This design comes from an exercise in tuning for small area and a short achievable clock period on the open sky130 flow, not from production work.
RTL that was checked went through simulation tests only; none was proved equivalent to the original.
Only the layout flow was run in run 2; the RTL was not checked for function there.
Power figures rest on the tool's default switching activity, not on a simulated workload.

==> design.v <==
module InstDeco(
  input  [31:0] io_instruc,
  output [4:0]  io_rd,
  output [4:0]  io_rs1,
  output [4:0]  io_rs2,
  output [31:0] io_imm
);
  wire [6:0] opcode = io_instruc[6:0];  
  wire [2:0] funct3 = io_instruc[14:12];  
  wire [6:0] funct7 = io_instruc[31:25];  
  wire  _T_7 = 7'h37 == opcode;  
  wire [31:0] _T_10 = {io_instruc[31:12],12'h0};  
  wire  _T_11 = 7'h17 == opcode;  
  wire  _T_15 = 7'h6f == opcode;  
  wire [20:0] _T_24 = {io_instruc[31],io_instruc[19:12],io_instruc[20],io_instruc[30:21],1'h0};  
  wire  _T_25 = 7'h67 == opcode;  
  wire [11:0] _T_27 = io_instruc[31:20];  
  wire  _T_28 = 7'h63 == opcode;  
  wire [12:0] _T_37 = {io_instruc[31],io_instruc[7],io_instruc[30:25],io_instruc[11:8],1'h0};  
  wire  _T_38 = 3'h0 == funct3;  
  wire  _T_39 = 3'h1 == funct3;  
  wire  _T_40 = 3'h4 == funct3;  
  wire  _T_41 = 3'h5 == funct3;  
  wire  _T_42 = 3'h6 == funct3;  
  wire  _T_43 = 3'h7 == funct3;  
  wire  _T_44 = 7'h3 == opcode;  
  wire  _T_49 = 3'h2 == funct3;  
  wire  _T_52 = 7'h23 == opcode;  
  wire [11:0] _T_56 = {funct7,io_instruc[11:7]};  
  wire  _T_60 = 7'h13 == opcode;  
  wire  _T_65 = 3'h3 == funct3;  
  wire [4:0] _T_71 = io_instruc[24:20];  
  wire [11:0] _GEN_16 = _T_41 ? $signed({{7{_T_71[4]}},_T_71}) : $signed(_T_27);  
  wire [11:0] _GEN_18 = _T_39 ? $signed({{7{_T_71[4]}},_T_71}) : $signed(_GEN_16);  
  wire [11:0] _GEN_21 = _T_43 ? $signed(_T_27) : $signed(_GEN_18);  
  wire [11:0] _GEN_23 = _T_42 ? $signed(_T_27) : $signed(_GEN_21);  
  wire [11:0] _GEN_25 = _T_40 ? $signed(_T_27) : $signed(_GEN_23);  
  wire [11:0] _GEN_27 = _T_65 ? $signed(_T_27) : $signed(_GEN_25);  
  wire [11:0] _GEN_29 = _T_49 ? $signed(_T_27) : $signed(_GEN_27);  
  wire [11:0] _GEN_31 = _T_38 ? $signed(_T_27) : $signed(_GEN_29);  
  wire  _T_77 = 7'h33 == opcode;  
  wire  _T_104 = 7'h73 == opcode;  
  wire [31:0] _T_107 = {20'h0,io_instruc[31:20]};  
  wire [31:0] _GEN_65 = _T_104 ? $signed(_T_107) : $signed(32'sh0);  
  wire [31:0] _GEN_68 = _T_77 ? $signed(32'sh0) : $signed(_GEN_65);  
  wire [31:0] _GEN_69 = _T_60 ? $signed({{20{_GEN_31[11]}},_GEN_31}) : $signed(_GEN_68);  
  wire [31:0] _GEN_71 = _T_52 ? $signed({{20{_T_56[11]}},_T_56}) : $signed(_GEN_69);  
  wire [31:0] _GEN_73 = _T_44 ? $signed({{20{_T_27[11]}},_T_27}) : $signed(_GEN_71);  
  wire [31:0] _GEN_75 = _T_28 ? $signed({{19{_T_37[12]}},_T_37}) : $signed(_GEN_73);  
  wire [31:0] _GEN_78 = _T_25 ? $signed({{20{_T_27[11]}},_T_27}) : $signed(_GEN_75);  
  wire [31:0] _GEN_80 = _T_15 ? $signed({{11{_T_24[20]}},_T_24}) : $signed(_GEN_78);  
  wire [31:0] _GEN_82 = _T_11 ? $signed(_T_10) : $signed(_GEN_80);  
  assign io_rd = io_instruc[11:7];  
  assign io_rs1 = io_instruc[19:15];  
  assign io_rs2 = io_instruc[24:20];  
  assign io_imm = _T_7 ? $signed(_T_10) : $signed(_GEN_82);  
endmodule
module ALU(
  input  [31:0] io_instruc,
  input  [31:0] io_in1,
  input  [31:0] io_in2,
  output [31:0] io_out
);
  wire [6:0] opcode = io_instruc[6:0];  
  wire [2:0] funct3 = io_instruc[14:12];  
  wire [6:0] funct7 = io_instruc[31:25];  
  wire  _T_3 = opcode == 7'h37;  
  wire  _T_4 = opcode == 7'h17;  
  wire  _T_5 = opcode == 7'h13;  
  wire  _T_6 = funct3 == 3'h0;  
  wire [31:0] _T_8 = io_in1 + io_in2;  
  wire  _T_9 = funct3 == 3'h2;  
  wire  _T_12 = $signed(io_in1) < $signed(io_in2);  
  wire  _T_13 = funct3 == 3'h3;  
  wire  _T_14 = io_in1 < io_in2;  
  wire  _T_16 = funct3 == 3'h4;  
  wire [31:0] _T_17 = io_in1 ^ io_in2;  
  wire  _T_18 = funct3 == 3'h6;  
  wire [31:0] _T_19 = io_in1 | io_in2;  
  wire  _T_20 = funct3 == 3'h7;  
  wire [31:0] _T_21 = io_in1 & io_in2;  
  wire  _T_22 = funct3 == 3'h1;  
  wire [62:0] _GEN_34 = {{31'd0}, io_in1};  
  wire [62:0] _T_24 = _GEN_34 << io_in2[4:0];  
  wire  _T_25 = funct3 == 3'h5;  
  wire  _T_26 = funct7 == 7'h0;  
  wire [31:0] _T_28 = io_in1 >> io_in2[4:0];  
  wire  _T_29 = funct7 == 7'h20;  
  wire  _T_31 = ~io_in1[31];  
  wire [5:0] _GEN_35 = {{1'd0}, io_in2[4:0]};  
  wire [5:0] _T_38 = 6'h20 - _GEN_35;  
  wire [94:0] _T_39 = 95'hffffffff << _T_38;  
  wire [94:0] _GEN_36 = {{63'd0}, _T_28};  
  wire [94:0] _T_40 = _GEN_36 | _T_39;  
  wire [94:0] _GEN_0 = _T_31 ? {{63'd0}, _T_28} : _T_40;  
  wire [94:0] _GEN_1 = _T_29 ? _GEN_0 : 95'h0;  
  wire [94:0] _GEN_2 = _T_26 ? {{63'd0}, _T_28} : _GEN_1;  
  wire [94:0] _GEN_3 = _T_25 ? _GEN_2 : 95'h0;  
  wire [94:0] _GEN_4 = _T_22 ? {{32'd0}, _T_24} : _GEN_3;  
  wire [94:0] _GEN_5 = _T_20 ? {{63'd0}, _T_21} : _GEN_4;  
  wire [94:0] _GEN_6 = _T_18 ? {{63'd0}, _T_19} : _GEN_5;  
  wire [94:0] _GEN_7 = _T_16 ? {{63'd0}, _T_17} : _GEN_6;  
  wire [94:0] _GEN_8 = _T_13 ? {{94'd0}, _T_14} : _GEN_7;  
  wire [94:0] _GEN_9 = _T_9 ? {{94'd0}, _T_12} : _GEN_8;  
  wire [94:0] _GEN_10 = _T_6 ? {{63'd0}, _T_8} : _GEN_9;  
  wire  _T_41 = opcode == 7'h33;  
  wire [31:0] _T_48 = io_in1 - io_in2;  
  wire [31:0] _GEN_11 = _T_29 ? _T_48 : 32'h0;  
  wire [31:0] _GEN_12 = _T_26 ? _T_8 : _GEN_11;  
  wire [62:0] _GEN_13 = _T_26 ? _T_24 : 63'h0;  
  wire  _GEN_14 = _T_26 & _T_12;  
  wire  _GEN_15 = _T_26 & _T_14;  
  wire [31:0] _GEN_16 = _T_26 ? _T_17 : 32'h0;  
  wire [31:0] _GEN_20 = _T_26 ? _T_19 : 32'h0;  
  wire [31:0] _GEN_21 = _T_26 ? _T_21 : 32'h0;  
  wire [31:0] _GEN_22 = _T_20 ? _GEN_21 : 32'h0;  
  wire [31:0] _GEN_23 = _T_18 ? _GEN_20 : _GEN_22;  
  wire [94:0] _GEN_24 = _T_25 ? _GEN_2 : {{63'd0}, _GEN_23};  
  wire [94:0] _GEN_25 = _T_16 ? {{63'd0}, _GEN_16} : _GEN_24;  
  wire [94:0] _GEN_26 = _T_13 ? {{94'd0}, _GEN_15} : _GEN_25;  
  wire [94:0] _GEN_27 = _T_9 ? {{94'd0}, _GEN_14} : _GEN_26;  
  wire [94:0] _GEN_28 = _T_22 ? {{32'd0}, _GEN_13} : _GEN_27;  
  wire [94:0] _GEN_29 = _T_6 ? {{63'd0}, _GEN_12} : _GEN_28;  
  wire [94:0] _GEN_30 = _T_41 ? _GEN_29 : 95'h0;  
  wire [94:0] _GEN_31 = _T_5 ? _GEN_10 : _GEN_30;  
  wire [94:0] _GEN_32 = _T_4 ? 95'h0 : _GEN_31;  
  wire [94:0] _GEN_33 = _T_3 ? 95'h0 : _GEN_32;  
  assign io_out = _GEN_33[31:0];  
endmodule
module mary_top(
  input         clock,
  input         reset,
  input         io_reset,
  input  [31:0] io_instr,
  output [4:0]  io_addr,
  output [31:0] io_out
);
  wire [31:0] InstDeco_io_instruc;  
  wire [4:0] InstDeco_io_rd;  
  wire [4:0] InstDeco_io_rs1;  
  wire [4:0] InstDeco_io_rs2;  
  wire [31:0] InstDeco_io_imm;  
  wire [31:0] ALU_io_instruc;  
  wire [31:0] ALU_io_in1;  
  wire [31:0] ALU_io_in2;  
  wire [31:0] ALU_io_out;  
  reg [6:0] opcode;  
  reg [31:0] RegOfVec_0;  
  reg [31:0] RegOfVec_1;  
  reg [31:0] RegOfVec_2;  
  reg [31:0] RegOfVec_3;  
  reg [31:0] RegOfVec_4;  
  reg [31:0] RegOfVec_5;  
  reg [31:0] RegOfVec_6;  
  reg [31:0] RegOfVec_7;  
  reg [31:0] RegOfVec_8;  
  reg [31:0] RegOfVec_9;  
  reg [31:0] RegOfVec_10;  
  reg [31:0] RegOfVec_11;  
  reg [31:0] RegOfVec_12;  
  reg [31:0] RegOfVec_13;  
  reg [31:0] RegOfVec_14;  
  reg [31:0] RegOfVec_15;  
  reg [31:0] RegOfVec_16;  
  reg [31:0] RegOfVec_17;  
  reg [31:0] RegOfVec_18;  
  reg [31:0] RegOfVec_19;  
  reg [31:0] RegOfVec_20;  
  reg [31:0] RegOfVec_21;  
  reg [31:0] RegOfVec_22;  
  reg [31:0] RegOfVec_23;  
  reg [31:0] RegOfVec_24;  
  reg [31:0] RegOfVec_25;  
  reg [31:0] RegOfVec_26;  
  reg [31:0] RegOfVec_27;  
  reg [31:0] RegOfVec_28;  
  reg [31:0] RegOfVec_29;  
  reg [31:0] RegOfVec_30;  
  reg [31:0] RegOfVec_31;  
  reg [31:0] instruc;  
  reg [4:0] addrI;  
  reg [31:0] pc;  
  reg [31:0] reg_out;  
  wire [31:0] _GEN_1 = 5'h1 == InstDeco_io_rs1 ? RegOfVec_1 : RegOfVec_0;  
  wire [31:0] _GEN_2 = 5'h2 == InstDeco_io_rs1 ? RegOfVec_2 : _GEN_1;  
  wire [31:0] _GEN_3 = 5'h3 == InstDeco_io_rs1 ? RegOfVec_3 : _GEN_2;  
  wire [31:0] _GEN_4 = 5'h4 == InstDeco_io_rs1 ? RegOfVec_4 : _GEN_3;  
  wire [31:0] _GEN_5 = 5'h5 == InstDeco_io_rs1 ? RegOfVec_5 : _GEN_4;  
  wire [31:0] _GEN_6 = 5'h6 == InstDeco_io_rs1 ? RegOfVec_6 : _GEN_5;  
  wire [31:0] _GEN_7 = 5'h7 == InstDeco_io_rs1 ? RegOfVec_7 : _GEN_6;  
  wire [31:0] _GEN_8 = 5'h8 == InstDeco_io_rs1 ? RegOfVec_8 : _GEN_7;  
  wire [31:0] _GEN_9 = 5'h9 == InstDeco_io_rs1 ? RegOfVec_9 : _GEN_8;  
  wire [31:0] _GEN_10 = 5'ha == InstDeco_io_rs1 ? RegOfVec_10 : _GEN_9;  
  wire [31:0] _GEN_11 = 5'hb == InstDeco_io_rs1 ? RegOfVec_11 : _GEN_10;  
  wire [31:0] _GEN_12 = 5'hc == InstDeco_io_rs1 ? RegOfVec_12 : _GEN_11;  
  wire [31:0] _GEN_13 = 5'hd == InstDeco_io_rs1 ? RegOfVec_13 : _GEN_12;  
  wire [31:0] _GEN_14 = 5'he == InstDeco_io_rs1 ? RegOfVec_14 : _GEN_13;  
  wire [31:0] _GEN_15 = 5'hf == InstDeco_io_rs1 ? RegOfVec_15 : _GEN_14;  
  wire [31:0] _GEN_16 = 5'h10 == InstDeco_io_rs1 ? RegOfVec_16 : _GEN_15;  
  wire [31:0] _GEN_17 = 5'h11 == InstDeco_io_rs1 ? RegOfVec_17 : _GEN_16;  
  wire [31:0] _GEN_18 = 5'h12 == InstDeco_io_rs1 ? RegOfVec_18 : _GEN_17;  
  wire [31:0] _GEN_19 = 5'h13 == InstDeco_io_rs1 ? RegOfVec_19 : _GEN_18;  
  wire [31:0] _GEN_20 = 5'h14 == InstDeco_io_rs1 ? RegOfVec_20 : _GEN_19;  
  wire [31:0] _GEN_21 = 5'h15 == InstDeco_io_rs1 ? RegOfVec_21 : _GEN_20;  
  wire [31:0] _GEN_22 = 5'h16 == InstDeco_io_rs1 ? RegOfVec_22 : _GEN_21;  
  wire [31:0] _GEN_23 = 5'h17 == InstDeco_io_rs1 ? RegOfVec_23 : _GEN_22;  
  wire [31:0] _GEN_24 = 5'h18 == InstDeco_io_rs1 ? RegOfVec_24 : _GEN_23;  
  wire [31:0] _GEN_25 = 5'h19 == InstDeco_io_rs1 ? RegOfVec_25 : _GEN_24;  
  wire [31:0] _GEN_26 = 5'h1a == InstDeco_io_rs1 ? RegOfVec_26 : _GEN_25;  
  wire [31:0] _GEN_27 = 5'h1b == InstDeco_io_rs1 ? RegOfVec_27 : _GEN_26;  
  wire [31:0] _GEN_28 = 5'h1c == InstDeco_io_rs1 ? RegOfVec_28 : _GEN_27;  
  wire [31:0] _GEN_29 = 5'h1d == InstDeco_io_rs1 ? RegOfVec_29 : _GEN_28;  
  wire [31:0] _GEN_30 = 5'h1e == InstDeco_io_rs1 ? RegOfVec_30 : _GEN_29;  
  wire [31:0] _GEN_33 = 5'h1 == InstDeco_io_rs2 ? RegOfVec_1 : RegOfVec_0;  
  wire [31:0] _GEN_34 = 5'h2 == InstDeco_io_rs2 ? RegOfVec_2 : _GEN_33;  
  wire [31:0] _GEN_35 = 5'h3 == InstDeco_io_rs2 ? RegOfVec_3 : _GEN_34;  
  wire [31:0] _GEN_36 = 5'h4 == InstDeco_io_rs2 ? RegOfVec_4 : _GEN_35;  
  wire [31:0] _GEN_37 = 5'h5 == InstDeco_io_rs2 ? RegOfVec_5 : _GEN_36;  
  wire [31:0] _GEN_38 = 5'h6 == InstDeco_io_rs2 ? RegOfVec_6 : _GEN_37;  
  wire [31:0] _GEN_39 = 5'h7 == InstDeco_io_rs2 ? RegOfVec_7 : _GEN_38;  
  wire [31:0] _GEN_40 = 5'h8 == InstDeco_io_rs2 ? RegOfVec_8 : _GEN_39;  
  wire [31:0] _GEN_41 = 5'h9 == InstDeco_io_rs2 ? RegOfVec_9 : _GEN_40;  
  wire [31:0] _GEN_42 = 5'ha == InstDeco_io_rs2 ? RegOfVec_10 : _GEN_41;  
  wire [31:0] _GEN_43 = 5'hb == InstDeco_io_rs2 ? RegOfVec_11 : _GEN_42;  
  wire [31:0] _GEN_44 = 5'hc == InstDeco_io_rs2 ? RegOfVec_12 : _GEN_43;  
  wire [31:0] _GEN_45 = 5'hd == InstDeco_io_rs2 ? RegOfVec_13 : _GEN_44;  
  wire [31:0] _GEN_46 = 5'he == InstDeco_io_rs2 ? RegOfVec_14 : _GEN_45;  
  wire [31:0] _GEN_47 = 5'hf == InstDeco_io_rs2 ? RegOfVec_15 : _GEN_46;  
  wire [31:0] _GEN_48 = 5'h10 == InstDeco_io_rs2 ? RegOfVec_16 : _GEN_47;  
  wire [31:0] _GEN_49 = 5'h11 == InstDeco_io_rs2 ? RegOfVec_17 : _GEN_48;  
  wire [31:0] _GEN_50 = 5'h12 == InstDeco_io_rs2 ? RegOfVec_18 : _GEN_49;  
  wire [31:0] _GEN_51 = 5'h13 == InstDeco_io_rs2 ? RegOfVec_19 : _GEN_50;  
  wire [31:0] _GEN_52 = 5'h14 == InstDeco_io_rs2 ? RegOfVec_20 : _GEN_51;  
  wire [31:0] _GEN_53 = 5'h15 == InstDeco_io_rs2 ? RegOfVec_21 : _GEN_52;  
  wire [31:0] _GEN_54 = 5'h16 == InstDeco_io_rs2 ? RegOfVec_22 : _GEN_53;  
  wire [31:0] _GEN_55 = 5'h17 == InstDeco_io_rs2 ? RegOfVec_23 : _GEN_54;  
  wire [31:0] _GEN_56 = 5'h18 == InstDeco_io_rs2 ? RegOfVec_24 : _GEN_55;  
  wire [31:0] _GEN_57 = 5'h19 == InstDeco_io_rs2 ? RegOfVec_25 : _GEN_56;  
  wire [31:0] _GEN_58 = 5'h1a == InstDeco_io_rs2 ? RegOfVec_26 : _GEN_57;  
  wire [31:0] _GEN_59 = 5'h1b == InstDeco_io_rs2 ? RegOfVec_27 : _GEN_58;  
  wire [31:0] _GEN_60 = 5'h1c == InstDeco_io_rs2 ? RegOfVec_28 : _GEN_59;  
  wire [31:0] _GEN_61 = 5'h1d == InstDeco_io_rs2 ? RegOfVec_29 : _GEN_60;  
  wire [31:0] _GEN_62 = 5'h1e == InstDeco_io_rs2 ? RegOfVec_30 : _GEN_61;  
  wire [31:0] _GEN_63 = 5'h1f == InstDeco_io_rs2 ? RegOfVec_31 : _GEN_62;  
  wire  _T_7 = ~io_reset;  
  wire  _T_8 = pc != 32'h3;  
  wire  _T_9 = _T_7 & _T_8;  
  wire [31:0] _T_11 = pc + 32'h1;  
  wire [4:0] _T_13 = addrI + 5'h1;  
  wire  _T_14 = pc == 32'h3;  
  InstDeco InstDeco (  
    .io_instruc(InstDeco_io_instruc),
    .io_rd(InstDeco_io_rd),
    .io_rs1(InstDeco_io_rs1),
    .io_rs2(InstDeco_io_rs2),
    .io_imm(InstDeco_io_imm)
  );
  ALU ALU (  
    .io_instruc(ALU_io_instruc),
    .io_in1(ALU_io_in1),
    .io_in2(ALU_io_in2),
    .io_out(ALU_io_out)
  );
  assign io_out = reg_out;  
  assign io_addr = addrI;
  assign InstDeco_io_instruc = instruc;  
  assign ALU_io_instruc = instruc;  
  assign ALU_io_in1 = 5'h1f == InstDeco_io_rs1 ? RegOfVec_31 : _GEN_30;  
  assign ALU_io_in2 = opcode[5] ? _GEN_63 : InstDeco_io_imm;  
  always @(posedge clock) begin
    if (reset) begin
      opcode <= 7'h0;
    end else begin
      opcode <= instruc[6:0];
    end
    if (reset) begin
      RegOfVec_0 <= 32'h0;
    end else if (_T_14) begin
      if (5'h0 == InstDeco_io_rd) begin
        RegOfVec_0 <= reg_out;
      end
    end
    if (reset) begin
      RegOfVec_1 <= 32'h0;
    end else if (_T_14) begin
      if (5'h1 == InstDeco_io_rd) begin
        RegOfVec_1 <= reg_out;
      end
    end
    if (reset) begin
      RegOfVec_2 <= 32'h0;
    end else if (_T_14) begin
      if (5'h2 == InstDeco_io_rd) begin
        RegOfVec_2 <= reg_out;
      end
    end
    if (reset) begin
      RegOfVec_3 <= 32'h0;
    end else if (_T_14) begin
      if (5'h3 == InstDeco_io_rd) begin
        RegOfVec_3 <= reg_out;
      end
    end
    if (reset) begin
      RegOfVec_4 <= 32'h0;
    end else if (_T_14) begin
      if (5'h4 == InstDeco_io_rd) begin
        RegOfVec_4 <= reg_out;
      end
    end
    if (reset) begin
      RegOfVec_5 <= 32'h0;
    end else if (_T_14) begin
      if (5'h5 == InstDeco_io_rd) begin
        RegOfVec_5 <= reg_out;
      end
    end
    if (reset) begin
      RegOfVec_6 <= 32'h0;
    end else if (_T_14) begin
      if (5'h6 == InstDeco_io_rd) begin
        RegOfVec_6 <= reg_out;
      end
    end
    if (reset) begin
      RegOfVec_7 <= 32'h0;
    end else if (_T_14) begin
      if (5'h7 == InstDeco_io_rd) begin
        RegOfVec_7 <= reg_out;
      end
    end
    if (reset) begin
      RegOfVec_8 <= 32'h0;
    end else if (_T_14) begin
      if (5'h8 == InstDeco_io_rd) begin
        RegOfVec_8 <= reg_out;
      end
    end
    if (reset) begin
      RegOfVec_9 <= 32'h0;
    end else if (_T_14) begin
      if (5'h9 == InstDeco_io_rd) begin
        RegOfVec_9 <= reg_out;
      end
    end
    if (reset) begin
      RegOfVec_10 <= 32'h0;
    end else if (_T_14) begin
      if (5'ha == InstDeco_io_rd) begin
        RegOfVec_10 <= reg_out;
      end
    end
    if (reset) begin
      RegOfVec_11 <= 32'h0;
    end else if (_T_14) begin
      if (5'hb == InstDeco_io_rd) begin
        RegOfVec_11 <= reg_out;
      end
    end
    if (reset) begin
      RegOfVec_12 <= 32'h0;
    end else if (_T_14) begin
      if (5'hc == InstDeco_io_rd) begin
        RegOfVec_12 <= reg_out;
      end
    end
    if (reset) begin
      RegOfVec_13 <= 32'h0;
    end else if (_T_14) begin
      if (5'hd == InstDeco_io_rd) begin
        RegOfVec_13 <= reg_out;
      end
    end
    if (reset) begin
      RegOfVec_14 <= 32'h0;
    end else if (_T_14) begin
      if (5'he == InstDeco_io_rd) begin
        RegOfVec_14 <= reg_out;
      end
    end
    if (reset) begin
      RegOfVec_15 <= 32'h0;
    end else if (_T_14) begin
      if (5'hf == InstDeco_io_rd) begin
        RegOfVec_15 <= reg_out;
      end
    end
    if (reset) begin
      RegOfVec_16 <= 32'h0;
    end else if (_T_14) begin
      if (5'h10 == InstDeco_io_rd) begin
        RegOfVec_16 <= reg_out;
      end
    end
    if (reset) begin
      RegOfVec_17 <= 32'h0;
    end else if (_T_14) begin
      if (5'h11 == InstDeco_io_rd) begin
        RegOfVec_17 <= reg_out;
      end
    end
    if (reset) begin
      RegOfVec_18 <= 32'h0;
    end else if (_T_14) begin
      if (5'h12 == InstDeco_io_rd) begin
        RegOfVec_18 <= reg_out;
      end
    end
    if (reset) begin
      RegOfVec_19 <= 32'h0;
    end else if (_T_14) begin
      if (5'h13 == InstDeco_io_rd) begin
        RegOfVec_19 <= reg_out;
      end
    end
    if (reset) begin
      RegOfVec_20 <= 32'h0;
    end else if (_T_14) begin
      if (5'h14 == InstDeco_io_rd) begin
        RegOfVec_20 <= reg_out;
      end
    end
    if (reset) begin
      RegOfVec_21 <= 32'h0;
    end else if (_T_14) begin
      if (5'h15 == InstDeco_io_rd) begin
        RegOfVec_21 <= reg_out;
      end
    end
    if (reset) begin
      RegOfVec_22 <= 32'h0;
    end else if (_T_14) begin
      if (5'h16 == InstDeco_io_rd) begin
        RegOfVec_22 <= reg_out;
      end
    end
    if (reset) begin
      RegOfVec_23 <= 32'h0;
    end else if (_T_14) begin
      if (5'h17 == InstDeco_io_rd) begin
        RegOfVec_23 <= reg_out;
      end
    end
    if (reset) begin
      RegOfVec_24 <= 32'h0;
    end else if (_T_14) begin
      if (5'h18 == InstDeco_io_rd) begin
        RegOfVec_24 <= reg_out;
      end
    end
    if (reset) begin
      RegOfVec_25 <= 32'h0;
    end else if (_T_14) begin
      if (5'h19 == InstDeco_io_rd) begin
        RegOfVec_25 <= reg_out;
      end
    end
    if (reset) begin
      RegOfVec_26 <= 32'h0;
    end else if (_T_14) begin
      if (5'h1a == InstDeco_io_rd) begin
        RegOfVec_26 <= reg_out;
      end
    end
    if (reset) begin
      RegOfVec_27 <= 32'h0;
    end else if (_T_14) begin
      if (5'h1b == InstDeco_io_rd) begin
        RegOfVec_27 <= reg_out;
      end
    end
    if (reset) begin
      RegOfVec_28 <= 32'h0;
    end else if (_T_14) begin
      if (5'h1c == InstDeco_io_rd) begin
        RegOfVec_28 <= reg_out;
      end
    end
    if (reset) begin
      RegOfVec_29 <= 32'h0;
    end else if (_T_14) begin
      if (5'h1d == InstDeco_io_rd) begin
        RegOfVec_29 <= reg_out;
      end
    end
    if (reset) begin
      RegOfVec_30 <= 32'h0;
    end else if (_T_14) begin
      if (5'h1e == InstDeco_io_rd) begin
        RegOfVec_30 <= reg_out;
      end
    end
    if (reset) begin
      RegOfVec_31 <= 32'h0;
    end else if (_T_14) begin
      if (5'h1f == InstDeco_io_rd) begin
        RegOfVec_31 <= reg_out;
      end
    end
    if (reset) begin
      instruc <= 32'h0;
    end else begin
      instruc <= io_instr;
    end
    if (reset) begin
      addrI <= 5'h0;
    end else if (!(_T_9)) begin
      addrI <= _T_13;
    end
    if (reset) begin
      pc <= 32'h0;
    end else if (_T_9) begin
      pc <= _T_11;
    end else begin
      pc <= 32'h0;
    end
    if (reset) begin
      reg_out <= 32'h0;
    end else begin
      reg_out <= ALU_io_out;
    end
  end
endmodule
==> constraint.sdc <==
create_clock -name core_clock -period 12.0 [get_ports {clock}]
set_input_delay 2.4000 -clock core_clock [delete_from_list [all_inputs] [get_ports {clock}]]
set_output_delay 2.4000 -clock core_clock [all_outputs]
set_load 0.01 [all_outputs]
==> config.mk <==
export PLATFORM = sky130hd
export DESIGN_NAME = mary_top
export DESIGN_NICKNAME = mary_top
export VERILOG_FILES = /design/flow/design.v
export SDC_FILE = /design/flow/constraint.sdc
export NUM_CORES = 4
export LEC_CHECK = 0
export CAP_MARGIN = 40
export CORE_MARGIN = 2
export CORE_UTILIZATION = 30
export SLEW_MARGIN = 40
==> run.sh <==
#!/bin/bash
# synth_recipe.tcl (not shown) runs the flow's synth.tcl, then flattens the netlist and writes it again
# the make line also repeats each setting of config.mk as NAME=value (left out here)
make -C /OpenROAD-flow-scripts/flow DESIGN_CONFIG=/design/flow/config.mk WORK_HOME=/design/flow/orfs CLKGATE_MAP_FILE= SYNTH_SCRIPT=/design/flow/synth_recipe.tcl finish
==> results of run 1 <==
worst max-delay path, delay by kind of cell (launching register included):
kind            cells  cell delay (ns)
simple gates        6             2.17
mux                 1             0.19
compound gates     21             6.04
buf+inv             1             0.39
fa+ha+maj           1             0.51
flops               1             0.85
path summary, 6_finish.rpt:
kind	end	slack, ns	start
worst max register to register	reg_out[0]$_SDFF_PP0_	1.68	instruc[20]$_SDFF_PP0_
worst max-delay path	reg_out[0]$_SDFF_PP0_	1.68	instruc[20]$_SDFF_PP0_
worst min register to register	RegOfVec_21[6]$_SDFFE_PP0P_	0.46	RegOfVec_21[6]$_SDFFE_PP0P_
worst min-delay path	RegOfVec_21[6]$_SDFFE_PP0P_	0.46	RegOfVec_21[6]$_SDFFE_PP0P_
synthesized netlist by cell type, drive strengths merged, types with 57 or more instances:
master | count | area [um^2]
a21oi | 1549 | 7770
a21o | 57 | 428
clkbuf | 689 | 2590
o211ai | 80 | 606
o21ai | 470 | 2350
nor3 | 166 | 872
nor2 | 629 | 2370
a211oi | 159 | 1210
ha | 104 | 1300
a31oi | 57 | 372
nor2b | 76 | 475
a22oi | 150 | 1130
o221ai | 61 | 534
o22ai | 246 | 1540
mux2i | 194 | 1950
buf | 243 | 1360
nand2 | 2561 | 9620
nand3 | 149 | 768
inv | 106 | 400
dfxtp | 1126 | 22500
a221oi | 84 | 754
metal layers:
layer | track usage (%) | part of all wire, % | vias to the layer above
met5 | 2.84 | 0.16 | -
met1 | 46.3 | 36 | 41300
met3 | 17.9 | 17 | 2038
li1 | - | - | 35300
met4 | 28.0 | 9.4 | 48
met2 | 50.0 | 38 | 8074
metrics by stage:
step	setup WS, ns	total power [uW]
global route	1.51	10200
global placement	2.39	5580
CTS	2.33	9840
floorplan	5.55	4800
detailed placement	2.39	5590
finish	1.68	10100
power by group through the flow:
stage / registers [uW] / clock network, uW / logic, uW
floorplan: 3830 / 0 / 969
global placement: 3860 / 0 / 1730
detailed placement: 3860 / 0 / 1730
CTS: 3780 / 4330 / 1740
global route: 3780 / 4480 / 1910
finish: 3780 / 4360 / 1920
layout make-up:
cell class / instances / area share [%]
multi-input combinational: 7893 / 55.3
sequential: 1126 / 28.3
timing repair buffer: 510 / 5.13
tap: 3132 / 4.90
clock buffer: 194 / 4.88
clock inverter: 46 / 0.786
inverter: 111 / 0.526
antenna: 72 / 0.225
kinds of logic (layout without fill, tap and decap cells):
| family | after synthesis | count (layout) | share of synthesized area, % |
|---|---|---|---|
| AO/OA/AOI/OAI | 3471 | 3471 | 30.8 |
| XOR/XNOR | 89 | 89 | 1.16 |
| adder cells (fa/ha/maj) | 106 | 106 | 1.91 |
| buffers and inverters | 1043 | 861 | 6.20 |
| flip-flops | 1126 | 1126 | 32.0 |
| multiplexers | 248 | 248 | 3.68 |
| other | 0 | 72 | 0 |
| AND/OR/NAND/NOR | 3979 | 3979 | 24.2 |
==> impl_metrics.tcl, run 1 <==
set metrics [dict create \
    crit_path_start_kind "flip-flop" \
    vias 86800 \
    htree_levels 4 \
    cts_made_buffers 134 \
    whs_ns 0.459 \
    postCtsSetupBuffers 0 \
    pwr-share-clk_pct 43.3 \
    syn_inst 10100 \
    dr.pass1.iters 10 \
    power.net_switching_uw 3380 \
    hpwl_um 329000 \
    place.gp.congestion 1.09 \
    multiInputGateArea_um2 44200 \
    crit_type "reg -> reg" \
    dp.cells 12800 \
    p_sw_share_pct 33.7 \
    rsz0062_at_grt "false" \
    synth_area_per_cell_um2 6.99 \
    die_width_um 488 \
    required_ns 12.76 \
    area_growth_pct 13.7 \
    slowest_delay_ns 0.85 \
    ys_seq_area_share_pct 32.0 \
    endpoint_kind "flip-flop" \
    grt_pass1_wl_um 636000 \
    num_rows 177 \
    cp.arrival_ns 11.07 \
    status "finished clean" \
    power_frac_comb_pct 19.1 \
    drtIter0Drc 16700 \
    cts_tree "done" \
    period_needed_ns 10.32 \
    finalNetCount 9917 \
    max_clock_freq_ghz 0.0969 \
    synth_area_um2 70400 \
    ys.flop_type "dfxtp_1" \
    post-route-period-util_pct 86.0 \
    final_area_um2 80000 \
    worstHoldPathCells 2 \
    utilization_pct 34.3 \
    post_dp_cell_area_um2 75000 \
    cts_resized 0 \
    cts_buffer_depth 3 \
    dieHeight_um 488 \
    clkSlewWorstSetupHoldPaths_ns 0.07 \
    worstSkewPairLatency_ns 0.87 \
    synth_seq_cells 1126 \
    yosys_warnings 1 \
    synth-edff-count 0 \
    drt_wl_total_um 468000 \
    cts_sinks 1126 \
    slew-limit-headroom_pct 25.9 \
    worst-path-max-fanout 34 \
    tns_ns 0 \
    mostFrequentLayoutCells "nand2_1, a21oi_1, dfxtp_1, nor2_1, o21ai_0" \
    syn-num-nets 10200 \
    power_leakage_uw 0.0273 \
    fillers 25300 \
    viasPerCell 6.63 \
    core_um2 233000 \
    drive_gt1_share_pct 10.1 \
    seq_power_share_pct 37.6 \
    ctsHoldBuffers 0 \
    fin_cells 13100 \
    reg2reg_depth 30 \
    post_drt_wl_per_cell_um 35.8 \
    grt_max_degree 97 \
    ir_drop_mv 0.122 \
    start_util_pct 30.2 \
    slew_viol_final 0 \
    internal-power_uw 6670 \
    skew_ns 0.0654 \
    synth.distinct_cells 122 \
    antenna_found_initial 63 \
    dieArea_um2 238000 \
    track_usage_pct 37.7 \
    seq_area_um2 22600 \
    cts_root_buffer "clkbuf_16" \
    powerDensity_nw_per_um2 126 \
    mostFrequentLayoutCell "nand2_1" \
    port_buffers 71 \
    grt_overflow 0 \
    hold_class "reg -> reg" \
    synthArstFlopShare_pct 0 \
    setup_viol 0 \
    hold_viol_final 0 \
    worst_pin_slew_ns 1.10 \
    io_pins 72 \
    critPathSlowestCell "dfxtp_2" \
    route.detailed.drc 0 \
    grt_pass1_vias 75800 \
    postRouteAntennaNets 0 \
    maxCapViolCount 0 \
]
==> run 2, diff against run 1 <==
==> design.v (replaced) <==
module mary_top(
  input         clock,
  input         reset,
  input         io_reset,
  input  [31:0] io_instr,
  output [4:0]  io_addr,
  output [31:0] io_out
);
  reg  [1:0]    ph;
  reg  [4:0]    addr;
  reg  [4:0]    t;
  reg  [1023:0] ring;
  reg  [31:0]   vld;
  reg  [31:0]   opa;
  reg  [31:0]   opb;
  reg  [31:0]   res;
  reg  [4:0]    prd;
  reg           pend;
  reg           c_add, c_sll, c_slt, c_sltu, c_xor, c_srl, c_or, c_and;
  reg           c_cin, c_sra, c_left;
  assign io_addr = addr;
  assign io_out  = res;
  wire [6:0] opcode = io_instr[6:0];
  wire [2:0] f3     = io_instr[14:12];
  wire [6:0] f7     = io_instr[31:25];
  wire [4:0] rs1    = io_instr[19:15];
  wire [4:0] rs2    = io_instr[24:20];
  wire last = (ph == 2'd3) | io_reset;
  wire rd_ph = ~ph[1];                       
  wire [4:0] sa = rs1 + t;
  wire [4:0] sb = rs2 + t;
  wire byp_a = pend & (rs1 == prd);
  wire byp_b = pend & (rs2 == prd);
  reg  [31:0] tap_a, tap_b;
  integer j;
  always @* begin
    tap_a = {32{byp_a}} & res;
    tap_b = {32{byp_b}} & res;
    for (j = 0; j < 16; j = j + 1) begin
      tap_a = tap_a | ({32{~byp_a & (sa[4:1] == j) & vld[2*j]}} & ring[64*j +: 32]);
      tap_b = tap_b | ({32{~byp_b & (sb[4:1] == j) & vld[2*j]}} & ring[64*j +: 32]);
    end
  end
  wire use_imm = ~opcode[5];
  wire cap_a = rd_ph & ~sa[0];
  wire cap_b = (rd_ph & ~sb[0]) | (ph == 2'd1 & use_imm);
  wire [31:0] imm = {{20{io_instr[31]}}, io_instr[31:20]};
  wire [4:0] ws = prd + t + 5'd1;
  wire do_wr = pend & (ws[1:0] == 2'b00);
  integer s;
  always @(posedge clock) begin
    for (s = 0; s < 32; s = s + 1) begin
      if ((s % 4) == 0 && do_wr && ws[4:2] == s / 4) begin
        ring[32*s +: 32] <= res;
        vld[s] <= ~reset;
      end else begin
        ring[32*s +: 32] <= ring[32*((s + 31) % 32) +: 32];
        vld[s] <= ~reset & vld[(s + 31) % 32];
      end
    end
  end
  wire [31:0] bx  = opb ^ {32{c_cin}};
  wire [32:0] sum = {1'b0, opa} + {1'b0, bx} + {32'd0, c_cin};
  wire ltu = ~sum[32];
  wire lt  = (opa[31] ^ opb[31]) ? opa[31] : sum[31];
  reg  [31:0] sh_in, sh_rev;
  integer k;
  always @* begin
    for (k = 0; k < 32; k = k + 1) sh_in[k] = c_left ? opa[31 - k] : opa[k];
  end
  wire [31:0] shr = $signed({c_sra & opa[31], sh_in}) >>> opb[4:0];
  always @* begin
    for (k = 0; k < 32; k = k + 1) sh_rev[k] = shr[31 - k];
  end
  wire [31:0] alu = ({32{c_add}}  & sum[31:0])
                  | ({32{c_sll}}  & sh_rev)
                  | ({31'd0, c_slt  & lt})
                  | ({31'd0, c_sltu & ltu})
                  | ({32{c_xor}}  & (opa ^ opb))
                  | ({32{c_srl}}  & shr)
                  | ({32{c_or}}   & (opa | opb))
                  | ({32{c_and}}  & (opa & opb));
  wire is_opi = opcode == 7'h13;
  wire is_op  = opcode == 7'h33;
  wire f7z    = f7 == 7'h00;
  wire f7s    = f7 == 7'h20;
  wire opz    = is_op & f7z;
  wire oki    = is_opi | opz;
  always @(posedge clock) begin
    c_add  <= f3 == 3'd0 & (oki | (is_op & f7s));
    c_sll  <= f3 == 3'd1 & oki;
    c_slt  <= f3 == 3'd2 & oki;
    c_sltu <= f3 == 3'd3 & oki;
    c_xor  <= f3 == 3'd4 & oki;
    c_srl  <= f3 == 3'd5 & ((is_opi | is_op) & (f7z | f7s));
    c_or   <= f3 == 3'd6 & oki;
    c_and  <= f3 == 3'd7 & oki;
    c_cin  <= (f3 == 3'd0 & is_op & f7s) | f3 == 3'd2 | f3 == 3'd3;
    c_sra  <= f7s & f3 == 3'd5;
    c_left <= f3 == 3'd1;
    if (cap_a) opa <= tap_a;
    if (cap_b) opb <= use_imm ? imm : tap_b;
    if (ph == 2'd2) begin
      res <= alu;
      prd <= io_instr[11:7];
    end
    if (reset) begin
      ph   <= 2'd0;
      addr <= 5'd0;
      t    <= 5'd0;
      pend <= 1'b0;
    end else begin
      ph   <= last ? 2'd0 : ph + 2'd1;
      if (last) addr <= addr + 5'd1;
      t    <= t + 5'd1;
      pend <= (ph == 2'd2 & ~io_reset) | (pend & ~do_wr);
    end
  end
endmodule
==> impl_metrics.tcl, run 2 <==
set metrics [dict create \
    worst_pin_slew_ns 0.992 \
    final_area_um2 49300 \
    dieArea_um2 145000 \
    ys_seq_area_share_pct 58.1 \
    cts_resized 0 \
    io_pins 72 \
    synth_area_per_cell_um2 11.9 \
    crit_path_start_kind "input pin" \
    synth-edff-count 101 \
    num_rows 138 \
    grt_overflow 0 \
    vias 32100 \
    dr.pass1.iters 14 \
    reg2reg_depth 11 \
    crit_cells 13 \
    grt_pass1_wl_um 227000 \
    finalNetCount 3740 \
    clkSlewWorstSetupHoldPaths_ns 0.06 \
    required_ns 12.50 \
    cts_tree "done" \
    cp.buffers_inverters 3 \
    ir_drop_mv 0.133 \
    port_buffers 71 \
    mostFrequentLayoutCell "dfxtp_1" \
    post_dp_cell_area_um2 45500 \
    grt_max_degree 46 \
    crit_chain "clkdlybuf4s50_1 -> ha_1 -> inv_1 -> fa_1 -> nor2b_1 -> o21a_1 -> or3_1 -> a21oi_1 -> and3_2 -> buf_4 -> a221oi_1 -> nand4_1 -> o32a_1" \
    crit_type "in -> reg" \
    tns_ns 0 \
    synth_seq_cells 1181 \
    drtIter0Drc 6146 \
    synthTopCellsByCount "dfxtp_1, mux2_2, a22oi_1" \
    whs_ns 0.296 \
    setup_viol 0 \
    hold_class "reg -> reg" \
    hpwl_um 101000 \
    track_usage_pct 21.6 \
    maxCapViolCount 0 \
    drive_gt1_share_pct 17.8 \
    rsz0062_at_grt "false" \
    htree_levels 3 \
    p_total_uw 8430 \
    fillers 13800 \
    worst-path-max-fanout 20 \
    worstSkewPairLatency_ns 0.76 \
    cp.arrival_ns 6.56 \
    post-route-period-util_pct 50.5 \
    postRouteAntennaNets 0 \
    area_growth_pct 16.1 \
    yosysTopAreaCell "dfxtp_1" \
    synth.distinct_cells 94 \
    powerDensity_nw_per_um2 171 \
    critPathSlowestCell "or3_1" \
    grt_pass1_vias 30800 \
    core_um2 141000 \
    ys.flop_type "dfxtp_1" \
    viasPerCell 5.75 \
    slew_viol_final 0 \
    synth.most_common_cell "dfxtp_1" \
    yosys_warnings 1 \
    largest_reg_flops 1024 \
    mostFrequentLayoutCells "dfxtp_1, mux2_2, a22oi_1, nand2_1, clkbuf_16" \
    place.gp.congestion 0.939 \
    drt_wl_total_um 162000 \
    dieHeight_um 380 \
    slew-limit-headroom_pct 33.4 \
    start_util_pct 30.1 \
    max_clock_freq_ghz 0.165 \
    route.detailed.drc 0 \
    skew_ns 0.0692 \
    period_needed_ns 6.06 \
    cts_buffer_depth 3 \
    ctsHoldBuffers 0 \
    postCtsSetupBuffers 0 \
    utilization_pct 35.0 \
    regMostFlops "ring" \
    antenna_found_initial 9 \
    hold_viol_final 0 \
    syn-num-nets 3706 \
    cts_made_buffers 109 \
    syn_inst 3556 \
    cts_root_buffer "clkbuf_16" \
    worstHoldPathCells 0 \
    cts_sinks 1181 \
    die_width_um 380 \
    synthTopCellsByArea "dfxtp_1, mux2_2, edfxtp_1" \
    slowest_delay_ns 0.55 \
    endpoint_kind "flip-flop" \
    synth_area_um2 42500 \
    synthArstFlopShare_pct 0 \
    synth.top_cell.area_share_pct 50.9 \
    cpLargestDelayFamily "simple AND/OR/NAND/NOR gates" \
    power_leakage_uw 0.0185 \
    post_drt_wl_per_cell_um 29.0 \
    status "finished clean" \
]
## run 2: cell types whose count changed after synthesis, moves of 101 or more
cell	previous run	this run
a211oi_1	157	8
a21oi_1	1545	100
clkbuf_1	688	128
edfxtp_1	0	101
mux2_2	50	272
mux2i_1	192	32
nand2_1	2559	197
nor2_1	625	119
nor3_1	159	25
o21ai_0	447	102
o22ai_1	246	1
## run 2: report_power, final
group	total, uW	switching, uW	internal [uW]	leakage [uW]
Clock	3560	1580	1980	0.00185
Combinational	712	459	253	0.00698
Sequential	4160	112	4050	0.00966
Total	8430	2150	6280	0.0185
## run 2: cells by family after synthesis
| kind of cell | count (synthesis) | share of synthesized area (%) |
|---|---|---|
| flops | 1181 | 58.1 |
| compound gates | 890 | 16.2 |
| simple gates | 606 | 7.21 |
| mux | 340 | 9.88 |
| buf+inv | 339 | 3.39 |
| fa+ha+maj | 115 | 3.44 |
| xor+xnor | 85 | 1.79 |
## run 2: metal layers
| metal | routed length (um) | up-vias | track usage, % |
|---|---|---|---|
| met5 | 60 | - | 0.265 |
| met4 | 8530 | 6 | 9.60 |
| met3 | 21700 | 630 | 7.24 |
| met2 | 66000 | 2513 | 31.0 |
| met1 | 65500 | 15600 | 29.1 |
| li1 | - | 13400 | - |
## run 2: layout make-up
cell class	instances	area [um^2]	share of cell area (%)
Antenna cell	2	5.00	0.0101
Timing Repair Buffer	159	1440	2.92
Tap cell	1890	2360	4.79
Clock buffer	169	3370	6.84
Inverter	103	387	0.784
Clock inverter	35	394	0.799
Multi-Input combinational cell	2036	16700	33.9
Sequential cell	1181	24700	50.0
## run 2: path summary, 6_finish.rpt
kind                     start                end  slack (ns)
max               io_instr[20]   opb[9]$_DFFE_PP_        5.94
min          ring[575]$_DFF_P_  ring[607]$_DFF_P_        0.30
max reg2reg   opb[0]$_DFFE_PP_  res[28]$_DFFE_PN_        7.58
min reg2reg  ring[575]$_DFF_P_  ring[607]$_DFF_P_        0.30
## run 2: stage by stage
stage               setup WS, ns  cells
global placement            5.25   5359
global route                5.76   5573
CTS                         6.02   5570
detailed placement          5.25   5366
finish                      5.94   5575
floorplan                   6.80   3556
==> run 3, diff against run 2 <==
--- a/design.v
+++ b/design.v
@@ -27,22 +27,30 @@
   wire [4:0] rs2    = io_instr[24:20];
-  wire last = (ph == 2'd3) | io_reset;
+  wire last  = (ph == 2'd3) | io_reset;
   wire rd_ph = ~ph[1];                       
-  wire [4:0] sa = rs1 + t;
-  wire [4:0] sb = rs2 + t;
-  wire byp_a = pend & (rs1 == prd);
-  wire byp_b = pend & (rs2 == prd);
-  reg  [31:0] tap_a, tap_b;
+  wire [3:0] hc = t[4:1] + {3'd0, t[0]};
+  reg  [15:0] hit_a, hit_b;
   integer j;
   always @* begin
-    tap_a = {32{byp_a}} & res;
-    tap_b = {32{byp_b}} & res;
     for (j = 0; j < 16; j = j + 1) begin
-      tap_a = tap_a | ({32{~byp_a & (sa[4:1] == j) & vld[2*j]}} & ring[64*j +: 32]);
-      tap_b = tap_b | ({32{~byp_b & (sb[4:1] == j) & vld[2*j]}} & ring[64*j +: 32]);
+      hit_a[j] = (rs1[4:1] == j[3:0] - hc) & vld[2*j];
+      hit_b[j] = (rs2[4:1] == j[3:0] - hc) & vld[2*j];
     end
   end
+  wire byp_a   = pend & (rs1 == prd);
+  wire byp_b   = pend & (rs2 == prd);
   wire use_imm = ~opcode[5];
-  wire cap_a = rd_ph & ~sa[0];
-  wire cap_b = (rd_ph & ~sb[0]) | (ph == 2'd1 & use_imm);
+  wire cap_a   = rd_ph & (rs1[0] == t[0]);
+  wire cap_b   = rd_ph & (rs2[0] == t[0]) & ~use_imm;
+  wire imm_b   = (ph == 2'd1) & use_imm;
   wire [31:0] imm = {{20{io_instr[31]}}, io_instr[31:20]};
+  reg  [31:0] nxt_a, nxt_b;
+  always @* begin
+    nxt_a = ({32{cap_a & byp_a}} & res) | ({32{~cap_a}} & opa);
+    nxt_b = ({32{cap_b & byp_b}} & res) | ({32{~cap_b & ~imm_b}} & opb)
+          | ({32{imm_b}} & imm);
+    for (j = 0; j < 16; j = j + 1) begin
+      nxt_a = nxt_a | ({32{cap_a & ~byp_a & hit_a[j]}} & ring[64*j +: 32]);
+      nxt_b = nxt_b | ({32{cap_b & ~byp_b & hit_b[j]}} & ring[64*j +: 32]);
+    end
+  end
   wire [4:0] ws = prd + t + 5'd1;
@@ -100,4 +108,4 @@
     c_left <= f3 == 3'd1;
-    if (cap_a) opa <= tap_a;
-    if (cap_b) opb <= use_imm ? imm : tap_b;
+    opa <= nxt_a;
+    opb <= nxt_b;
     if (ph == 2'd2) begin
==> flow/run.sh (new file) <==
#!/bin/bash
set -euo pipefail
bash standard.sh \
  CORE_UTILIZATION=40 \
  SLEW_MARGIN=20 CAP_MARGIN=20 \
  SETUP_SLACK_MARGIN=8.3 \
  CTS_ARGS="-sink_clustering_enable -repair_clock_nets -dont_use_dummy_load" \
  finish > standard.log 2>&1
==> standard.sh (new file) <==
#!/bin/bash
# synth_recipe.tcl (not shown) runs the flow's synth.tcl, then flattens the netlist and writes it again
# the make line also repeats each setting of config.mk as NAME=value (left out here)
make -C /OpenROAD-flow-scripts/flow DESIGN_CONFIG=/design/flow/config.mk WORK_HOME=/design/flow/orfs CLKGATE_MAP_FILE= SYNTH_SCRIPT=/design/flow/synth_recipe.tcl "${@:-finish}"
removed: run.sh
==> impl_metrics.tcl, run 3 <==
set metrics [dict create \
    dieHeight_um 325 \
    num_rows 117 \
    core_um2 102000 \
    slew-limit-headroom_pct 18.2 \
    ys_seq_area_share_pct 58.1 \
    reg2reg_depth 8 \
    ctsHoldBuffers 0 \
    place.gp.congestion 0.993 \
    hold_class "reg -> reg" \
    synthArstFlopShare_pct 0 \
    io_pins 72 \
    status "finished clean" \
    r2r_slack_ns 8.03 \
    cts_root_buffer "clkbuf_16" \
    syn_inst 3545 \
    worstSkewPairLatency_ns 0.71 \
    regMostFlops "ring" \
    synth_seq_cells 1181 \
    ys.flop_type "dfxtp_1" \
    min_from "ring[939]$_DFF_P_" \
    yosys_warnings 1 \
    rsz0062_at_grt "true" \
    skew_ns 0.0732 \
    whs_endpoint "ring[971]$_DFF_P_" \
    crit_path_start_kind "input pin" \
    synth.top_cell.area_share_pct 55.4 \
    grt_overflow 0 \
    grt_pass1_vias 31400 \
    grt_pass1_wl_um 233000 \
    worst_pin_slew_ns 1.22 \
    post-route-period-util_pct 35.0 \
    area_growth_pct 24.9 \
    drt_wl_total_um 172000 \
    mostFrequentLayoutCells "dfxtp_1, nand2_1, mux2_2, buf_4, a222oi_1" \
    power_leakage_uw 0.0204 \
    antenna_found_initial 5 \
    setup_slack_ns 7.80 \
    powerDensity_nw_per_um2 147 \
    route.detailed.drc 0 \
    cpLargestDelayFamily "compound AO/OA/AOI/OAI gates" \
    cp.buffers_inverters 3 \
    ir_drop_mv 0.109 \
    period_needed_ns 4.20 \
    largest_reg_flops 1024 \
    required_ns 12.56 \
    slew_viol_final 0 \
    hold_viol_final 0 \
    tns_ns 0 \
    final_area_um2 51600 \
    synth_area_per_cell_um2 11.7 \
    slowest_delay_ns 1.01 \
    max_clock_freq_ghz 0.238 \
    rr_startpoint "t[0]$_SDFF_PP0_" \
    start_util_pct 40.5 \
    syn-num-nets 3693 \
    worst-path-max-fanout 4 \
    htree_levels 3 \
    cts_buffer_depth 3 \
    clkSlewWorstSetupHoldPaths_ns 0.06 \
    dr.pass1.iters 10 \
    synth_area_um2 41300 \
    dieArea_um2 106000 \
    synthTopCellsByArea "dfxtp_1, mux2_2, ha_1" \
    cpMostUsedCell "buf_12" \
    setup_viol 0 \
    whs_ns 0.260 \
    postRouteAntennaNets 0 \
    cp.arrival_ns 4.77 \
    cts_tree "done" \
    drtIter0Drc 5927 \
    yosysTopAreaCell "dfxtp_1" \
    die_width_um 325 \
    grt_max_degree 46 \
    preCtsSetupSlack_ns 5.92 \
    synth.most_common_cell "dfxtp_1" \
    cts_made_buffers 114 \
    viasPerCell 6.39 \
    maxCapViolCount 0 \
    timing.rr.end "ring[524]$_DFF_P_" \
    critPathSlowestCell "a222oi_1" \
    track_usage_pct 30.7 \
    worstHoldPathCells 0 \
    post_drt_wl_per_cell_um 33.1 \
    cts_sinks 1181 \
    endpoint_kind "flip-flop" \
    utilization_pct 50.6 \
    post_dp_cell_area_um2 43800 \
    hpwl_um 89200 \
    synth.distinct_cells 83 \
    mostFrequentLayoutCell "dfxtp_1" \
    finalNetCount 3984 \
    port_buffers 71 \
    vias 33300 \
    crit_type "in -> reg" \
    synth-edff-count 37 \
    drive_gt1_share_pct 27.5 \
    crit_chain "buf_12 -> xnor2_2 -> nand4_1 -> buf_6 -> nor2_4 -> and2_4 -> buf_12 -> a222oi_1 -> nand2_1 -> a21oi_1 -> and4_1 -> nand3_1" \
    synthTopCellsByCount "dfxtp_1, nand2_1, mux2_2" \
]
-- run 3: repair_timing --
| item | in CTS | in global routing |
|---|---|---|
| hold endpoints to repair | 0 | 0 |
| pin swaps | 147 | 107 |
| resized for setup | 531 | 115 |
| gates cloned | 20 | 8 |
| buffers inserted | 189 | 61 |
| endpoints found under the setup margin | 111 | 193 |
-- run 3: logic make-up after synthesis --
family                     Yosys count  share of synthesized area (%)
buffers and inverters              339                           3.38
and+or+nand+nor                    676                           7.89
AOI/OAI and AO/OA                  795                           14.8
DFF                               1181                           58.1
xor gates and xnor gates           107                           2.42
muxes                              334                           9.90
adders and majority gates          113                           3.44
-- run 3: final cells by class --
cell class | instances | area, um^2
clock buffers | 114 | 2850
flip-flops and latches | 1181 | 24000
well taps | 1368 | 1710
diodes | 5 | 12.5
fillers | 8743 | 50500
repair buffers | 413 | 5120
inverters | 99 | 372
multi-input cells | 2027 | 17500
-- run 3: per-layer routing --
metal / part of all wire [%] / GRT usage [%] / vias to the layer above
met5: 0.037 / 0 / -
met3: 13 / 9.90 / 797
met4: 7.7 / 19.7 / 6
met2: 42 / 44.7 / 2781
li1: - / - / 13700
met1: 37 / 38.9 / 16000
-- run 3: power by group --
group | leakage (uW) | internal, uW | switching, uW
Combinational | 0.00941 | 205 | 298
Sequential | 0.00956 | 3990 | 51.1
Clock | 0.00140 | 1650 | 1380
Total | 0.0204 | 5840 | 1730
-- run 3: worst max-delay path by stage --
| stage | start | endpoint | slack (ns) | cells after the start |
|---|---|---|---|---|
| 5_1_grt | io_instr[20] | opb[22]$_DFF_P_ | 7.87 | 12 |
| 6_report | io_instr[20] | opb[1]$_DFF_P_ | 7.80 | 12 |
| 4_1_cts | io_instr[22] | opb[20]$_DFF_P_ | 8.07 | 14 |
| 2_1_floorplan | io_instr[23] | opb[27]$_DFF_P_ | 7.66 | 13 |
| 3_5_place_dp | io_instr[23] | opb[20]$_DFF_P_ | 5.92 | 10 |
| 3_3_place_gp | io_instr[23] | opb[24]$_DFF_P_ | 6.00 | 10 |
-- run 3: stage by stage --
step,power [uW],instances
after floorplan,4350,3545
after global placement,4490,4809
after detailed placement,4490,4810
after CTS,7540,5133
after global routing,7780,5202
final,7580,5207
==> run 4, diff against run 3 <==
--- a/design.v
+++ b/design.v
@@ -11,2 +11,6 @@
   reg  [4:0]    t;
+  reg  [1:0]    ta1;
+  reg  [3:0]    ta2;
+  reg  [7:0]    ta3;
+  reg  [15:0]   ta4;
   reg  [1023:0] ring;
@@ -15,3 +19,4 @@
   reg  [31:0]   opb;
-  reg  [31:0]   res;
+  reg  [31:0]   res;         
+  reg  [31:0]   out;         
   reg  [4:0]    prd;
@@ -21,3 +26,3 @@
   assign io_addr = addr;
-  assign io_out  = res;
+  assign io_out  = out;
   wire [6:0] opcode = io_instr[6:0];
@@ -29,4 +34,5 @@
   wire rd_ph = ~ph[1];                       
-  wire [3:0] hc = t[4:1] + {3'd0, t[0]};
-  reg  [15:0] hit_a, hit_b;
+  wire use_imm = ~opcode[5];
+  reg  [4:0]  tr [0:15];
+  reg  [15:0] ok, hit_a, hit_b;
   integer j;
@@ -34,4 +40,21 @@
     for (j = 0; j < 16; j = j + 1) begin
-      hit_a[j] = (rs1[4:1] == j[3:0] - hc) & vld[2*j];
-      hit_b[j] = (rs2[4:1] == j[3:0] - hc) & vld[2*j];
+      tr[j] = {ta4[j], ta3[j % 8], ta2[j % 4], ta1[j % 2], t[0]};
+      ok[j] = rd_ph & vld[2*j] & ~(pend & (prd == tr[j]));
+      hit_a[j] = (rs1 == tr[j]) & ok[j];
+      hit_b[j] = (rs2 == tr[j]) & ~use_imm & ok[j];
+    end
+  end
+  wire [4:0] t_nx = reset ? 5'd0 : t + 5'd1;
+  reg  [1:0]  ta1_nx;
+  reg  [3:0]  ta2_nx;
+  reg  [7:0]  ta3_nx;
+  reg  [15:0] ta4_nx;
+  reg  [4:0]  r_nx;
+  always @* begin
+    for (j = 0; j < 16; j = j + 1) begin
+      r_nx = {j[3:0], 1'b0} - t_nx;
+      if (j < 2) ta1_nx[j] = r_nx[1];
+      if (j < 4) ta2_nx[j] = r_nx[2];
+      if (j < 8) ta3_nx[j] = r_nx[3];
+      ta4_nx[j] = r_nx[4];
     end
@@ -40,4 +63,3 @@
   wire byp_b   = pend & (rs2 == prd);
-  wire use_imm = ~opcode[5];
-  wire cap_a   = rd_ph & (rs1[0] == t[0]);
+  wire cap_a   = rd_ph & (rs1[0] == t[0]);    
   wire cap_b   = rd_ph & (rs2[0] == t[0]) & ~use_imm;
@@ -51,4 +73,4 @@
     for (j = 0; j < 16; j = j + 1) begin
-      nxt_a = nxt_a | ({32{cap_a & ~byp_a & hit_a[j]}} & ring[64*j +: 32]);
-      nxt_b = nxt_b | ({32{cap_b & ~byp_b & hit_b[j]}} & ring[64*j +: 32]);
+      nxt_a = nxt_a | ({32{hit_a[j]}} & ring[64*j +: 32]);
+      nxt_b = nxt_b | ({32{hit_b[j]}} & ring[64*j +: 32]);
     end
@@ -110,2 +132,8 @@
     opb <= nxt_b;
+    out <= alu;                
+    t   <= t_nx;
+    ta1 <= ta1_nx;
+    ta2 <= ta2_nx;
+    ta3 <= ta3_nx;
+    ta4 <= ta4_nx;
     if (ph == 2'd2) begin
@@ -117,3 +145,2 @@
       addr <= 5'd0;
-      t    <= 5'd0;
       pend <= 1'b0;
@@ -122,3 +149,2 @@
       if (last) addr <= addr + 5'd1;
-      t    <= t + 5'd1;
       pend <= (ph == 2'd2 & ~io_reset) | (pend & ~do_wr);
--- a/flow/run.sh
+++ b/flow/run.sh
@@ -5,3 +5,3 @@
   SLEW_MARGIN=20 CAP_MARGIN=20 \
-  SETUP_SLACK_MARGIN=8.3 \
+  SETUP_SLACK_MARGIN=8.2 \
   CTS_ARGS="-sink_clustering_enable -repair_clock_nets -dont_use_dummy_load" \
==> impl_metrics.tcl, run 4 <==
set metrics [dict create \
    status "finished clean" \
    rr_startpoint "prd[1]$_DFFE_PN_" \
    cp-startpoint "io_instr[16]" \
    crit_path_start_kind "input pin" \
    drtIter0Drc 5371 \
    mostFrequentLayoutCells "dfxtp_1, mux2_2, a22oi_1, nand2_1, clkbuf_16" \
    finalNetCount 4059 \
    worstHoldPathCells 0 \
    hold_class "reg -> reg" \
    start_util_pct 40.2 \
    fin_cells 5335 \
    viasPerCell 6.38 \
    tns_ns 0 \
    cts_made_buffers 117 \
    yosysTopAreaCell "dfxtp_1" \
    synth.most_common_cell "dfxtp_1" \
    vias 34000 \
    dieArea_um2 112000 \
    route.detailed.drc 0 \
    grt_overflow 0 \
    synth.top_cell.area_share_pct 55.4 \
    synth_area_per_cell_um2 11.6 \
    maxCapViolCount 0 \
    worst_pin_slew_ns 1.15 \
    cp.arrival_ns 4.63 \
    syn-num-nets 3909 \
    post_drt_wl_per_cell_um 33.5 \
    max_clock_freq_ghz 0.251 \
    cts_root_buffer "clkbuf_16" \
    postRouteAntennaNets 0 \
    ir_drop_mv 0.107 \
    period_needed_ns 3.98 \
    dieHeight_um 334 \
    port_buffers 71 \
    grt_pass1_wl_um 235000 \
    powerDensity_nw_per_um2 150 \
    rsz0062_at_grt "true" \
    drive_gt1_share_pct 21.6 \
    hold_viol_final 0 \
    reg2reg_depth 7 \
    slew-limit-headroom_pct 23.0 \
    ys_seq_area_share_pct 57.9 \
    endpoint_kind "flip-flop" \
    required_ns 12.65 \
    synth-edff-count 37 \
    setup_slack_ns 8.02 \
    final_area_um2 52500 \
    yosys_warnings 2 \
    dp.cells 5058 \
    cts_buffer_depth 3 \
    worst-path-max-fanout 7 \
    mostFrequentLayoutCell "dfxtp_1" \
    preCtsSetupSlack_ns 6.23 \
    io_pins 72 \
    syn_inst 3767 \
    hpwl_um 88300 \
    r2r_slack_ns 8.07 \
    core_um2 108000 \
    timing.rr.end "ring[277]$_DFF_P_" \
    dr.pass1.iters 9 \
    clkSlewWorstSetupHoldPaths_ns 0.06 \
    setup_viol 0 \
    skew_ns 0.0457 \
    area_growth_pct 20.5 \
    htree_levels 3 \
    worstSkewPairLatency_ns 0.72 \
    track_usage_pct 29.1 \
    largest_reg_flops 1024 \
    regMostFlops "ring" \
    utilization_pct 48.5 \
    cts_sinks 1243 \
    synth_seq_cells 1243 \
    synthArstFlopShare_pct 0 \
    ys.flop_type "dfxtp_1" \
    grt_pass1_vias 32000 \
    whs_endpoint "ring[848]$_DFF_P_" \
    grt_max_degree 46 \
    drt_wl_total_um 179000 \
    post-route-period-util_pct 33.2 \
    post_dp_cell_area_um2 46100 \
    antenna_found_initial 17 \
    die_width_um 334 \
    crit_type "in -> reg" \
    fillers 9522 \
    slew_viol_final 0 \
    synth_area_um2 43600 \
    power_leakage_uw 0.0206 \
    synthTopCellsByCount "dfxtp_1, a22oi_1, mux2_2" \
    min_from "ring[816]$_DFF_P_" \
    synth.distinct_cells 81 \
    num_rows 121 \
    cts_tree "done" \
    place.gp.congestion 0.997 \
    ctsHoldBuffers 0 \
    synthTopCellsByArea "dfxtp_1, mux2_2, a22oi_1" \
]
## run 4: cell count changes in the layout (fill, tap and decap cells not counted), moves of 45 or more
cell      before   now
buf_6         60    15
buf_4        177    99
dfxtp_1     1133  1199
a221oi_1      33    88
nand3_1       65   126
a222oi_1     139    62
a22oi_1      129   280
nand2_1      271   174
## run 4: logic make-up (layout without fill, tap and decap cells)
logic type | count (synthesis) | count (layout) | share of synthesized area [%]
buffers and inverters | 368 | 514 | 3.46
AOI/OAI and AO/OA | 842 | 842 | 14.7
muxes | 356 | 356 | 9.65
and+or+nand+nor | 670 | 672 | 7.51
adders and majority gates | 107 | 107 | 3.09
xor gates and xnor gates | 181 | 181 | 3.64
other | 0 | 6 | 0
DFF | 1243 | 1243 | 57.9
## run 4: worst max-delay path by stage
stage / depth (start not counted) / slack, ns / end
after global routing: 13 / 7.99 / opa[15]$_DFF_P_
after global placement: 10 / 6.28 / opa[28]$_DFF_P_
after floorplan: 9 / 8.09 / opb[2]$_DFF_P_
after CTS: 7 / 7.94 / ring[785]$_DFF_P_
final: 13 / 8.02 / opa[15]$_DFF_P_
after detailed placement: 10 / 6.23 / opa[28]$_DFF_P_
## run 4: worst max-delay path, stage by stage
cell and delay, ns:
clkbuf_4 0.17, xor2_4 0.17, buf_4 0.16, nor3_4 0.21, nand2_2 0.09, buf_4 0.16, nor3_4 0.24, buf_6 0.21
clkbuf_16 0.24, a22o_1 0.23, a221oi_2 0.04, and3_1 0.20, nand3_1 0.08
## run 4: area by class of cell
class | count | area (um^2) | share of cell area [%]
flip-flops and latches | 1243 | 25300 | 48.1
multi-input cells | 2158 | 18300 | 34.8
repair buffers | 284 | 3830 | 7.29
clock buffers | 117 | 2930 | 5.57
well taps | 1414 | 1770 | 3.37
inverters | 113 | 433 | 0.824
diodes | 6 | 15.0 | 0.0286
## run 4: per-layer routing
metal,wire (um),global-route usage [%]
met5,216,0
met4,13000,17.5
met3,22200,7.54
met2,76100,43.9
met1,67300,37.5
## run 4: report_power, final
part	switching [uW]	internal, uW
Clock	1450	1700
Combinational	268	170
Sequential	70.6	4200
Total	1790	6070
## run 4: repair_timing
action | in CTS | in global routing
resized for setup | 243 | 180
pin swaps | 28 | 70
gates cloned | 14 | 18
endpoints found under the setup margin | 202 | 200
buffers inserted | 44 | 78
## run 4: stage by stage
stage | power (uW) | hold WS, ns
final | 7860 | 0.291
after global routing | 8070 | 0.292
after CTS | 7830 | 0.289
after detailed placement | 4720 | 0.312
after global placement | 4710 | 0.310
after floorplan | 4590 | 0.310

static timing again, ports no longer ideal:
No port has a modelled driver above. Below, the same layouts with a new extraction and two added sets of constraints.
Step 1 (the two cells are an assumption about what drives the block):
set clk [get_ports {clock}]
set_driving_cell -lib_cell sky130_fd_sc_hd__clkbuf_16 $clk
set_driving_cell -lib_cell sky130_fd_sc_hd__buf_2 [delete_from_list [all_inputs] $clk]
Step 2 adds t to the input delays and takes it off the output delays; t is the mean of the earliest and latest rising clock arrival at the registers after step 1. Input paths then give back, and output paths get back, about the clock's delay inside the block.
Three values: ideal, step 1, step 2; two values: the first two.
run	t (ns)	slack for setup (ns)	latest minus earliest clock arrival (ns)	worst slew at a driven data input, ns	cell pins on the clock port's net
run 1	0.953	1.684 / 1.684 / 1.684	0.072 / 0.071	0.05	1
run 2	0.802	5.939 / 5.951 / 5.149	0.071 / 0.071	0.07	1
run 3	0.746	7.795 / 7.822 / 7.076	0.084 / 0.084	0.10	1
run 4	0.760	8.021 / 8.066 / 7.306	0.050 / 0.051	0.08	1
After both steps setup and hold are still met in every run listed. The setup slack of run 2, which loses most, moves by +0.012 ns with the drivers and by -0.790 ns with both steps.
